This is an optimization exercise on Yosys and OpenROAD, whose aim is small area, not a production implementation. In this exercise RTL edits were held to simulation tests only and were not proved equivalent to the original. Power is estimated from default activity; no workload was simulated.

JK:
Design gain, start of the top module:
module gain
   ( input  logic                 clk,
     input  logic                 reset,
     input  logic                 avsWr,
     input  logic        [ 31 : 0 ] avsWrData,
     output logic        [ 31 : 0 ] avsRdData,
     input  logic                 st,
     input  logic signed [ 15 : 0 ] a,
     output logic                 rdy,
     output logic signed [ 15 : 0 ] y );
   logic [ 15 : 0 ] coef;
   gainAvs gainAvsInst
      ( .clk       ( clk       ),
        .reset     ( reset     ),
        .avsWr     ( avsWr     ),
        .avsWrData ( avsWrData ),
        .avsRdData ( avsRdData ),
        .coef      ( coef      ) );
   gainMult gainMultInst
      ( .clk   ( clk                ),
        .reset ( reset              ),
        .st    ( st                 ),
        .a     ( a                  ),
        .coef  ( avsRdData[ 15 : 0 ] ),
        .rdy   ( rdy                ),
        .y     ( y                  ) );
endmodule
Size: ~650 cells after synthesis, ~100 I/O pins, ~7600 sq um of cells after synthesis.
==> flow/config.mk <==
export PLATFORM = sky130hd
export DESIGN_NAME = gain
export DESIGN_NICKNAME = gain
export VERILOG_FILES = /design/flow/design.v
export SDC_FILE = /design/flow/constraint.sdc
export NUM_CORES = 4
export LEC_CHECK = 0
export CAP_MARGIN = 20
export CORE_MARGIN = 2
export CORE_UTILIZATION = 90
export CTS_BUF_LIST = sky130_fd_sc_hd__clkbuf_8
export SETUP_SLACK_MARGIN = 0.05
export SLEW_MARGIN = 20
export SYNTH_HIERARCHICAL = 1
export SYNTH_MINIMUM_KEEP_SIZE = 0
==> flow/constraint.sdc <==
create_clock -name core_clock -period 6.4 [get_ports {clk}]
set_input_delay 1.2800 -clock core_clock [delete_from_list [all_inputs] [get_ports {clk}]]
set_output_delay 1.2800 -clock core_clock [all_outputs]
set_load 0.01 [all_outputs]
standard.sh (not shown) runs the stock make flow with config.mk's settings and CLKGATE_MAP_FILE= SYNTH_SCRIPT=/design/flow/synth_recipe.tcl, a recipe that flattens the netlist after the stock synthesis.
==> flow/flow/run.sh <==
#!/bin/bash
# Standard layout (the standard.sh: standard synthesis and ORFS steps) with these
# changes: every combinational cell is set to its smallest drive strength after
# floorplan (flow/downsize.tcl; later repair steps size up what they need), the ports
# are buffered with the smallest buffer cell, and clock tree synthesis adds no dummy
# loads, and the constant outputs share one tie cell. Each ORFS step keeps its own log under orfs/logs/; make's output goes to
# standard_flow.log.
set -euo pipefail
here=$(pwd)
bash standard.sh "POST_FLOORPLAN_TCL=$here/flow/downsize.tcl" \
  'BUFFER_PORTS_ARGS=-buffer_cell sky130_fd_sc_hd__buf_1' \
  'CTS_ARGS=-sink_clustering_enable -repair_clock_nets -buf_list sky130_fd_sc_hd__clkbuf_8 -dont_use_dummy_load' \
  'SKIP_REPAIR_TIE_FANOUT=1' finish > standard_flow.log 2>&1
==> flow/flow/downsize.tcl <==
# Sourced after floorplan (POST_FLOORPLAN_TCL): give every combinational cell
# the smallest drive strength of its function; the later repair steps size up
# what timing, slew and capacitance need.
set skip {^(df|dl|sdf|edf|conb|tap|fill|decap|diode|clk|lpflow|probe|macro)}
set dont_use [split [string trim $::env(DONT_USE_CELLS)]]
set n_swapped 0
foreach inst [get_cells *] {
  set m [get_property $inst ref_name]
  if { ![regexp {^sky130_fd_sc_hd__(.+)_([0-9]+)$} $m -> base drv] } { continue }
  if { [regexp $skip $base] } { continue }
  set best ""
  set best_area 1e9
  foreach lc [get_lib_cells sky130_fd_sc_hd__${base}_*] {
    set name [get_property $lc name]
    if { ![regexp "^sky130_fd_sc_hd__${base}_\[0-9\]+\$" $name] } { continue }
    if { [lsearch -exact $dont_use $name] >= 0 } { continue }
    set a [get_property $lc area]
    if { $a < $best_area } {
      set best_area $a
      set best $name
    }
  }
  if { $best ne "" && $best ne $m } {
    set cur_area [get_property [lindex [get_lib_cells $m] 0] area]
    if { $best_area < $cur_area } {
      replace_cell [get_property $inst full_name] $best
      incr n_swapped
    }
  }
}
puts "downsize: $n_swapped cells downsized"
Inputs modified between JK and MS:
--- a/flow/design.v
+++ b/flow/design.v
@@ -232,27 +232,30 @@
    gainFa fa138 ( bNeg[ 7 ], pp15, pp31, s137, c138 );
    gainFa fa140 ( pp47, pp63, pp79, s139, c140 );
    gainHa ha142 ( pp93, pp105, s141, c142 );
    gainFa fa144 ( pp16, pp32, pp48, s143, c144 );
    gainFa fa146 ( pp64, pp80, pp94, s145, c146 );
    gainHa ha148 ( pp106, pp116, s147, c148 );
    gainFa fa150 ( pp17, pp33, pp49, s149, c150 );
    gainFa fa152 ( pp65, pp81, pp95, s151, c152 );
    gainHa ha154 ( pp107, pp117, s153, c154 );
-   gainFa1 fa156 ( pp18, pp34, s155, c156 );
+   gainXnor xn156 ( pp18, pp34, s155 );
+   gainOr or156 ( pp18, pp34, c156 );
    gainFa fa158 ( pp50, pp66, pp82, s157, c158 );
    gainFa fa160 ( pp96, pp108, pp118, s159, c160 );
-   gainFa1 fa162 ( pp35, pp51, s161, c162 );
+   gainXnor xn162 ( pp35, pp51, s161 );
+   gainOr or162 ( pp35, pp51, c162 );
    gainFa fa164 ( pp67, pp83, pp97, s163, c164 );
    gainHa ha166 ( pp109, pp119, s165, c166 );
    gainFa fa168 ( pp36, pp52, pp68, s167, c168 );
    gainFa fa170 ( pp84, pp98, pp110, s169, c170 );
-   gainFa1 fa172 ( pp53, pp69, s171, c172 );
+   gainXnor xn172 ( pp53, pp69, s171 );
+   gainOr or172 ( pp53, pp69, c172 );
    gainHa ha174 ( pp85, pp99, s173, c174 );
    gainFa fa176 ( pp54, pp70, pp86, s175, c176 );
    assign s177 = ~pp71;
    assign c178 = pp71;
    gainHa ha180 ( bNeg[ 3 ], pp7, s179, c180 );
    gainHa ha182 ( pp8, pp24, s181, c182 );
    gainFa fa184 ( bNeg[ 4 ], pp9, pp25, s183, c184 );
    gainHa ha186 ( pp41, pp57, s185, c186 );
    gainFa fa188 ( pp10, pp26, pp42, s187, c188 );
@@ -472,22 +475,26 @@
      output logic x );
    assign x = ~( nSel | nc ) ^ neg;
 endmodule
 module gainFa
    ( input  logic a, b, ci,
      output logic s, co );
    assign s  = a ^ b ^ ci;
    assign co = ( a & b ) | ( a & ci ) | ( b & ci );
 endmodule
-module gainFa1
+module gainXnor
    ( input  logic a, b,
-     output logic s, co );
-   assign s  = ~( a ^ b );
+     output logic s );
+   assign s = ~( a ^ b );
+endmodule
+module gainOr
+   ( input  logic a, b,
+     output logic co );
    assign co = a | b;
 endmodule
 module gainHa
    ( input  logic a, b,
      output logic s, co );
    assign s  = a ^ b;
    assign co = a & b;
 endmodule
 module gainMaj
[summary]
- Against JK, MS reports a total wire length after detailed routing that is lower.
- Critical path depth (MS over JK): decrease, 2
- Diff JK -> MS: buffer count excluding the clock tree in the final layout has increased, clock distribution area overhead in the final layout saw little to no change, global routing met1 resource utilization up 0.77 points, synthesized instance count fell 1.4%, non-clock buffering overhead in the final layout comparable.
- Between JK and MS, the utilization of the core after routing figures differ only marginally.
- Taking JK as the reference, in MS clock skew shows a reduction of 0.0099 ns; combinational power share shows a reduction of 0.2 points; compound-cell area share of the yosys netlist shows no meaningful change.

[static timing again, ports no longer ideal]
Ports are ideal in the flow. The routed layouts listed here were re-timed in OpenROAD.
Step 1 assumes that a clkbuf_16 drives the clock port and a buf_2 every other input.
Step 2, shift: input delay + t, output delay - t, t = (earliest + latest rising clock arrival at the registers) / 2. This alone moves slack from input paths to output paths.
Three values: ideal ports, drivers, drivers and shift; two values: the first two.
run	t, ns	setup WS [ns]	worst hold slack (ns)	worst register clock-pin slew, ns
JK	0.377	0.334 / 0.334 / 0.334	0.370 / 0.370 / 0.370	0.09 / 0.09
MS	0.379	0.396 / 0.396 / 0.396	0.348 / 0.348 / 0.348	0.08 / 0.08
After both steps setup and hold are still met in every run listed.
